From an optimization exercise on the open Yosys and OpenROAD flow, aimed at small area; shortcuts taken in it are not production practice.
Function was checked by simulation only, so behaviour that the tests miss may differ from the original.

==> flow/design.v (excerpt) <==
module rx_fullsuma_error_top(
	input [31:0] rx_data,
	input rx_clk,
	input reset,
	input trans_en,
	output reg tx_serial,
	output reg led_3c,
	input aligned,
	input [3:0] rx_k
);
Settings: LEC_CHECK=0, CAP_MARGIN=0, CORE_MARGIN=2, CORE_UTILIZATION=60, GPL_ROUTABILITY_DRIVEN=0, GPL_TIMING_DRIVEN=0, PLACE_DENSITY=0.7, SLEW_MARGIN=0, SYNTH_HIERARCHICAL=1; clock period 7.0 ns.
standard.sh (not shown) runs the stock make flow with config.mk's settings and CLKGATE_MAP_FILE= SYNTH_SCRIPT=/design/flow/synth_recipe.tcl, a recipe that flattens the netlist after the stock synthesis.
==> flow/flow/run.sh <==
#!/bin/bash
# The standard layout (standard.sh), with two changes:
# - the port buffers are the smallest buffer cell, buf_1, instead of the resizer's pick;
# - clock tree synthesis clusters sinks more coarsely and adds no dummy loads.
# make's output goes to make_finish.log here; ORFS keeps each step's log under orfs/logs.
set -euo pipefail
bash standard.sh \
  "BUFFER_PORTS_ARGS=-buffer_cell sky130_fd_sc_hd__buf_1" \
  "CTS_ARGS=-sink_clustering_enable -repair_clock_nets -sink_clustering_size 30 -sink_clustering_max_diameter 200 -buf_list sky130_fd_sc_hd__clkbuf_8 -dont_use_dummy_load" \
  finish > make_finish.log 2>&1
The first run finished clean.
Change:
--- a/flow/design.v
+++ b/flow/design.v
@@ -292,28 +292,28 @@
 wire [7:0] tot_s;
 wire [7:0] tc;
 bha u_t0 (.a(tot[0]), .b(err[0]), .s(tot_s[0]), .co(tc[0]));
 generate for (gi = 1; gi < 5; gi = gi + 1) begin : g_tf
 	bfa u_t (.a(tot[gi]), .b(err[gi]), .c(tc[gi - 1]), .s(tot_s[gi]), .co(tc[gi]));
 end endgenerate
 bha u_t5 (.a(tot[5]), .b(tc[4]), .s(tot_s[5]), .co(tc[5]));
 bha u_t6 (.a(tot[6]), .b(tc[5]), .s(tot_s[6]), .co(tc[6]));
 bx2 u_t7 (.a(tot[7]), .b(tc[6]), .y(tot_s[7]));
 wire tot_sh = strobe & f_err & up[3];
 wire tot_keep = nclr & ~tot_sh;
 wire [7:0] tot_d;
-wire [8:0] tot_up = {1'b0, tot};
-generate for (gi = 0; gi < 8; gi = gi + 1) begin : g_tc
-	bsel2 u_c (.a(tot_keep), .x(tot_s[gi]), .b(tot_sh), .y(tot_up[gi + 1]), .d(tot_d[gi]));
+generate for (gi = 0; gi < 7; gi = gi + 1) begin : g_tc
+	bsel2 u_c (.a(tot_keep), .x(tot_s[gi]), .b(tot_sh), .y(tot[gi + 1]), .d(tot_d[gi]));
 end endgenerate
+band u_tc7 (.a(tot_keep), .b(tot_s[7]), .y(tot_d[7]));
 localparam [10:0] BC_LOAD = 11'd475;
 localparam [10:0] BCQ_LOAD = BC_LOAD ^ 11'b01010101010;
 wire bc_ld = start | strobe;
 wire nbc_ld = ~bc_ld;
 wire bc_fbn;
 bxn2 u_bcf (.a(bcq[10]), .b(bcq[8]), .y(bc_fbn));
 wire [10:0] bcq_d;
 wire [10:0] bcq_shn = {bcq[9:0], bc_fbn};
 generate for (gi = 0; gi < 11; gi = gi + 1) begin : g_bc
 	if ((BCQ_LOAD >> gi) & 1)
 		bnand u_b (.a(bcq_shn[gi]), .b(nbc_ld), .y(bcq_d[gi]));
 	else
After rerunning:
- The new run ran to the end with no violations
- fmax stays flat
- clock-buffer cell count is unchanged
- synthesized cell count barely changes
- final area stays flat
- setup slack gets better by 17 ps
- global-route usage goes up by 0.14 points
- clock skew goes down by 3.6 ps
- wire length goes up by a few percent

Setup of v6:
rx_fullsuma_error_top, a different RTL version from the one above (not shown whole).
Size: about 510 cells after synthesis, about 62 flip-flops, ~42 I/O pins, roughly 5300 µm² of cells after synthesis.
Design rx_fullsuma_error_top, start of the top module:
module rx_fullsuma_error_top(
	input [31:0] rx_data,
	input rx_clk,
	input reset,
	input trans_en,
	output reg tx_serial,
	output reg led_3c,
	input aligned,
	input [3:0] rx_k
);
clock: 7.0 ns
lec_check: 0
cap_margin: 0
core_margin: 2
core_utilization: 60
place_density: 0.7
slew_margin: 0
synth_hierarchical: 1
Scripts as last shown in full above: flow/flow/run.sh
For v7, these inputs were changed with respect to v6:
--- a/flow/design.v
+++ b/flow/design.v
@@ -46,30 +46,28 @@
 	bxn2 u_o (.a(o[gi + 6]), .b(o[gi + 7]), .y(on[gi]));
 end endgenerate
 bxn2 u_o0 (.a(on[6]), .b(o[7]), .y(o[0]));
 wire [31:0] x;
 bc0 u_xl0 (.d(rx_data[0]), .o(o[0]), .ns(nlow_dc), .x(x[0]));
 bc0n u_xl1 (.d(rx_data[1]), .on(on[1]), .s(low_dc), .x(x[1]));
 bc1n u_xl2 (.d(rx_data[2]), .on(on[2]), .ns(nlow_dc), .x(x[2]));
 bc1n u_xl3 (.d(rx_data[3]), .on(on[3]), .ns(nlow_dc), .x(x[3]));
 bc1n u_xl4 (.d(rx_data[4]), .on(on[4]), .ns(nlow_dc), .x(x[4]));
 bc0n u_xl5 (.d(rx_data[5]), .on(on[5]), .s(low_dc), .x(x[5]));
 bc1n u_xl6 (.d(rx_data[6]), .on(on[6]), .ns(nlow_dc), .x(x[6]));
-wire xl7n; bnor u_xln7 (.a(o[7]), .b(low_dc), .y(xl7n)); bxn2 u_xl7 (.a(rx_data[7]), .b(xl7n), .y(x[7]));
+bc1 u_xl7 (.d(rx_data[7]), .o(o[7]), .s(low_dc), .x(x[7]));
 generate for (gi = 8; gi < 28; gi = gi + 1) begin : g_xm
 	bcm u_x (.d(rx_data[gi]), .o(o[gi]), .c(cw[gi - 8]), .s(low_dc), .x(x[gi]));
 end endgenerate
-wire [31:28] xhn;
 generate for (gi = 28; gi < 32; gi = gi + 1) begin : g_xh
-	bxn2 u_n (.a(rx_data[gi]), .b(o[gi]), .y(xhn[gi]));
-	bnor u_x (.a(xhn[gi]), .b(low_dc), .y(x[gi]));
+	bcg u_x (.d(rx_data[gi]), .o(o[gi]), .ns(nlow_dc), .x(x[gi]));
 end endgenerate
 wire [19:0] crc_upd;
 wire [4:0] pc;
 wire [153:0] cx;
 bx2 u_cx0 (.a(rx_data[23]), .b(cw[11]), .y(cx[0]));
 bx2 u_cx1 (.a(rx_data[12]), .b(cw[0]), .y(cx[1]));
 bx2 u_cx2 (.a(rx_data[11]), .b(cx[0]), .y(cx[2]));
 bx2 u_cx3 (.a(rx_data[31]), .b(cw[19]), .y(cx[3]));
 bx2 u_cx4 (.a(rx_data[21]), .b(cw[9]), .y(cx[4]));
 bx2 u_cx5 (.a(rx_data[14]), .b(cw[2]), .y(cx[5]));
 bx2 u_cx6 (.a(rx_data[30]), .b(cw[18]), .y(cx[6]));
@@ -403,23 +401,20 @@
 	assign x = d ^ ~(s | on);
 endmodule
 module bc1(input d, input o, input s, output x);
 	assign x = d ^ (s | o);
 endmodule
 module bc0(input d, input o, input ns, output x);
 	assign x = d ^ (ns & o);
 endmodule
 module bcg(input d, input o, input ns, output x);
 	assign x = ns & (d ^ o);
 endmodule
-module bnor(input a, input b, output y);
-	assign y = ~(a | b);
-endmodule
 module band(input a, input b, output y);
 	assign y = a & b;
 endmodule
 module bor(input a, input b, output y);
 	assign y = a | b;
 endmodule
 module bsel1(input set, input a, input an, input x, input y, output d);
 	assign d = set | (a & x) | (an & y);
 endmodule
Findings:
Measured slew at the worst slew-check pin came out higher on v7 than on v6.
Re number of ports placed on the die boundary: no difference whatsoever between v6 and v7.
Lower smallest setup slack after layout was reported by v6, not v7.
The run showing the smaller global-route usage over all layers is v7.
Worst hold slack delta for v7 relative to v6: 0.0091 ns higher
Core area in v7 is 340 µm² lower than in v6
In the metrics for v6 and v7, the one carrying the higher synthesized area is v6.
Diff v6 -> v7 | maximum frequency | increase of 2.5 MHz
Synthesized netlist cell count of v7 falls short of that of v6 by a few percent.

-- re-timing with driven ports --
No port has a modelled driver above. Below, the same layouts with a new extraction and two added sets of constraints. Step 1 sets driving cells, clkbuf_16 on the clock port and buf_2 on the other inputs (assumed; they add their load-dependent delay and slew). Step 2 also shifts input and output timing later by t, the mid clock arrival at the registers, as if the neighbouring blocks saw the same clock. Slacks: ideal ports / drivers / drivers and shift; pairs: ideal ports / drivers.
run	shift t [ns]	setup WS [ns]	worst setup path at the end	latest minus earliest clock arrival (ns)	worst data-port slew with drivers (ns)
the first run of note 1	0.358	0.266 / 0.279 / -0.079	input to register	0.025 / 0.025	0.05
the second run of note 1	0.361	0.283 / 0.295 / -0.066	input to register	0.023 / 0.022	0.05
v6	0.363	0.654 / 0.654 / 0.526	input to register	0.019 / 0.020	0.04
v7	0.359	0.755 / 0.755 / 0.491	input to register	0.029 / 0.028	0.04
With both steps, setup timing fails in the first run of note 1 and the second run of note 1, where it was met with ideal ports. The setup slack of the second run of note 1, which loses most, moves by +0.012 ns with the drivers and by -0.349 ns with both steps.
